Context: an optimization exercise on an open-source flow, tuned for small area, a short achievable clock period and few clock cycles. The choices shown serve that exercise and are no tape-out recipe. Only simulation tests tie the RTL to the original design; equivalence was not proved.

== main ==
## mips_cpu
module mips_cpu (
  input         clk,
  input         reset,
  output [31:0] imem_addr,
  input  [31:0] imem_rdata,
  output [31:0] dmem_addr,
  output [31:0] dmem_wdata,
  output        dmem_we,
  output        dmem_re,
  input  [31:0] dmem_rdata
);
  localparam OP_R    = 6'b000000;
  localparam OP_J    = 6'b000010;
  localparam OP_BEQ  = 6'b000100;
  localparam OP_BNE  = 6'b000101;
  localparam OP_ADDI = 6'b001000;
  localparam OP_LUI  = 6'b001111;
  localparam OP_LW   = 6'b100011;
  localparam OP_SW   = 6'b101011;
  localparam F_SLL   = 6'b000000;
  localparam F_MULTU = 6'b011001;
  localparam F_ADD   = 6'b100000;
  localparam F_ADDU  = 6'b100001;
  localparam F_SUB   = 6'b100010;
  localparam F_SUBU  = 6'b100011;
  localparam F_XOR   = 6'b100110;
  reg  [29:0] pc;                  
  reg         id_valid;
  reg  [31:0] id_inst;
  reg         id_fastok;           
  reg  [29:0] id_pc1;              
  reg  [4:0]  ex_dest;             
  reg  [31:0] ex_a, ex_b, ex_sd;
  reg         fa_mem, fa_wb, fb_mem, fb_wb, fs_mem, fs_wb;
  reg  [4:0]  ex_shamt;
  reg         ex_sub, ex_xor, ex_sll;
  reg         ex_lw, ex_sw, ex_mul, ex_br, ex_bne, ex_pred;
  reg  [29:0] ex_alt;
  reg  [4:0]  mem_dest;
  reg  [31:0] mem_result, mem_sdata, mem_ma, mem_a3;
  reg  [10:0] mem_m1, mem_m2, mem_m3, mem_m4, mem_n;
  reg         mem_we, mem_re, mem_ld, mem_mul;
  reg  [4:0]  wb_dest;
  reg  [31:0] wb_val, wb_c, wb_d;
  wire        mispredict;
  wire [29:0] ex_target;
  wire        stall;
  assign imem_addr = {pc, 2'b00};
  ...
Settings: LEC_CHECK=0, CAP_MARGIN=20, CORE_MARGIN=2, CORE_UTILIZATION=60, CTS_CLUSTER_DIAMETER=80, CTS_CLUSTER_SIZE=24, SLEW_MARGIN=20, SYNTH_HIERARCHICAL=1; clock period 11.5 ns.
standard.sh (not shown) runs the stock make flow with config.mk's settings and CLKGATE_MAP_FILE= SYNTH_SCRIPT=/design/flow/synth_recipe.tcl, a recipe that flattens the netlist after the stock synthesis.
==> flow/flow/run.sh <==
#!/bin/bash
# The standard layout (the standard.sh: standard synthesis, floorplan,
# placement, CTS, routing) with two changes:
# - the buffers that placement puts on every input and output port are
#   buf_4 cells (the platform's MIN_BUF_CELL_AND_PORTS) rather than the
#   default choice;
# - repair_timing works to a setup margin of 7.85 ns, so that it improves
#   paths that already meet the clock period (the SDC is unchanged).
set -euo pipefail
export BUFFER_PORTS_ARGS="-buffer_cell sky130_fd_sc_hd__buf_4"
export SETUP_SLACK_MARGIN=7.85
bash standard.sh > standard_flow.log 2>&1
Testbench counts of main, summed over its fixed seeds: cycles 64,223.
Relative to main, the following input files were edited for the feature branch:
--- a/flow/design.v
+++ b/flow/design.v
@@ -669,21 +669,21 @@
   reg         id_fastok;           
   reg  [29:0] id_pc1;              
   reg  [4:0]  ex_dest;             
   reg  [31:0] ex_a, ex_b, ex_sd;
   reg         fa_mem, fa_wb, fb_mem, fb_wb, fs_mem, fs_wb;
   reg  [4:0]  ex_shamt;
   reg         ex_sub, ex_xor, ex_sll;
   reg         ex_lw, ex_sw, ex_mul, ex_br, ex_bne, ex_pred;
   reg  [29:0] ex_alt;
   reg  [4:0]  mem_dest;
-  reg  [31:0] mem_result, mem_sdata, mem_ma, mem_a3;
+  reg  [31:0] mem_result, mem_sdata, mem_a3;
   reg  [10:0] mem_m1, mem_m2, mem_m3, mem_m4, mem_n;
   reg         mem_we, mem_re, mem_ld, mem_mul;
   reg  [4:0]  wb_dest;
   reg  [31:0] wb_val, wb_c, wb_d;
   wire        mispredict;
   wire [29:0] ex_target;
   wire        stall;
   assign imem_addr = {pc, 2'b00};
   wire [31:0] fi = imem_rdata;
   wire [29:0] pc1;
@@ -775,21 +775,21 @@
   wire [10:0] bm1, bm2, bm3, bm4, bn;
   booth_enc BE (.b(sd), .m1(bm1), .m2(bm2), .m3(bm3), .m4(bm4), .n(bn));
   wire br_eq = (a == b);
   assign mispredict = ex_br & ((br_eq ^ ex_bne) ^ ex_pred);
   assign dmem_addr  = mem_result;
   assign dmem_wdata = mem_sdata;
   assign dmem_we    = mem_we;
   assign dmem_re    = mem_re;
   wire [31:0] mul_r0, mul_r1, mul_r2;
   mul_tree MUL (
-    .a(mem_ma), .a3(mem_a3),
+    .a(mem_result), .a3(mem_a3),
     .m1(mem_m1), .m2(mem_m2), .m3(mem_m3), .m4(mem_m4), .n(mem_n),
     .r0(mul_r0), .r1(mul_r1), .r2(mul_r2)
   );
   always @(posedge clk) begin
     if (reset) begin
       pc       <= 30'd0;
       id_valid <= 1'b0;
       stall_r  <= 1'b0;
       ex_dest  <= 5'd0;
       ex_lw    <= 1'b0;
@@ -834,21 +834,20 @@
     fs_mem   <= (ex_dest != 5'd0) & (rt == ex_dest);
     fs_wb    <= (mem_dest != 5'd0) & (rt == mem_dest);
     ex_shamt <= id_inst[10:6];
     ex_sub   <= is_sub;
     ex_xor   <= is_xor;
     ex_sll   <= is_sll;
     ex_bne   <= is_bne;
     ex_pred  <= id_pred;
     ex_alt   <= id_pred ? id_pc1 : id_tgt;
     mem_result <= alu_y;
-    mem_ma     <= a;
     mem_sdata  <= sd;
     mem_a3     <= a3;
     mem_m1     <= bm1;
     mem_m2     <= bm2;
     mem_m3     <= bm3;
     mem_m4     <= bm4;
     mem_n      <= bn;
     wb_val <= mem_mul ? mul_r0 : mem_ld ? dmem_rdata : mem_result;
     wb_c   <= mem_mul ? mul_r1 : 32'd0;
     wb_d   <= mem_mul ? mul_r2 : 32'd0;
## What came out
Side by side, critical path depth turned out lower in the feature branch than in main. Cell area | the feature branch vs main | the feature branch larger. Final cell count for the feature branch is higher than for main. The feature branch contains more vias than main. The feature branch gives more global-route usage than main did. Of the feature branch and main, it is the feature branch that has the higher routed wire length. Compare main and the feature branch | layout overhead on the synthesized area lower: main. The feature branch -> main: length of the first detailed-routing pass in iterations delta 0, exact match. The feature branch ended with more wire length of the first global-routing pass than main.
Testbench counts of the feature branch, summed over its fixed seeds: cycles 64,223.

what the ideal ports hide:
How much do the figures lean on ideal ports? The routed layouts below were timed once more, with nothing changed but the port constraints. Step 1 (the two cells are an assumption about what drives the block):
set clk [get_ports {clk}]
set_driving_cell -lib_cell sky130_fd_sc_hd__clkbuf_16 $clk
set_driving_cell -lib_cell sky130_fd_sc_hd__buf_2 [delete_from_list [all_inputs] $clk]
Step 2, shift: input delay + t, output delay - t, t = (earliest + latest rising clock arrival at the registers) / 2. This alone moves slack from input paths to output paths. Slacks: no drivers / after step 1 / after step 2; pairs: no drivers / after step 1.
run	t (ns)	setup WS [ns]	latest minus earliest clock arrival (ns)	worst register clock-pin slew, ns	worst data-port slew with drivers (ns)
main	0.820	7.738 / 7.738 / 7.025	0.064 / 0.064	0.10 / 0.10	0.11
the feature branch	0.818	7.736 / 7.657 / 7.111	0.047 / 0.047	0.10 / 0.10	0.06
After both steps every run listed still meets setup and hold. The setup slack of main, which loses most, moves by 0.000 ns with the drivers and by -0.713 ns with both steps.
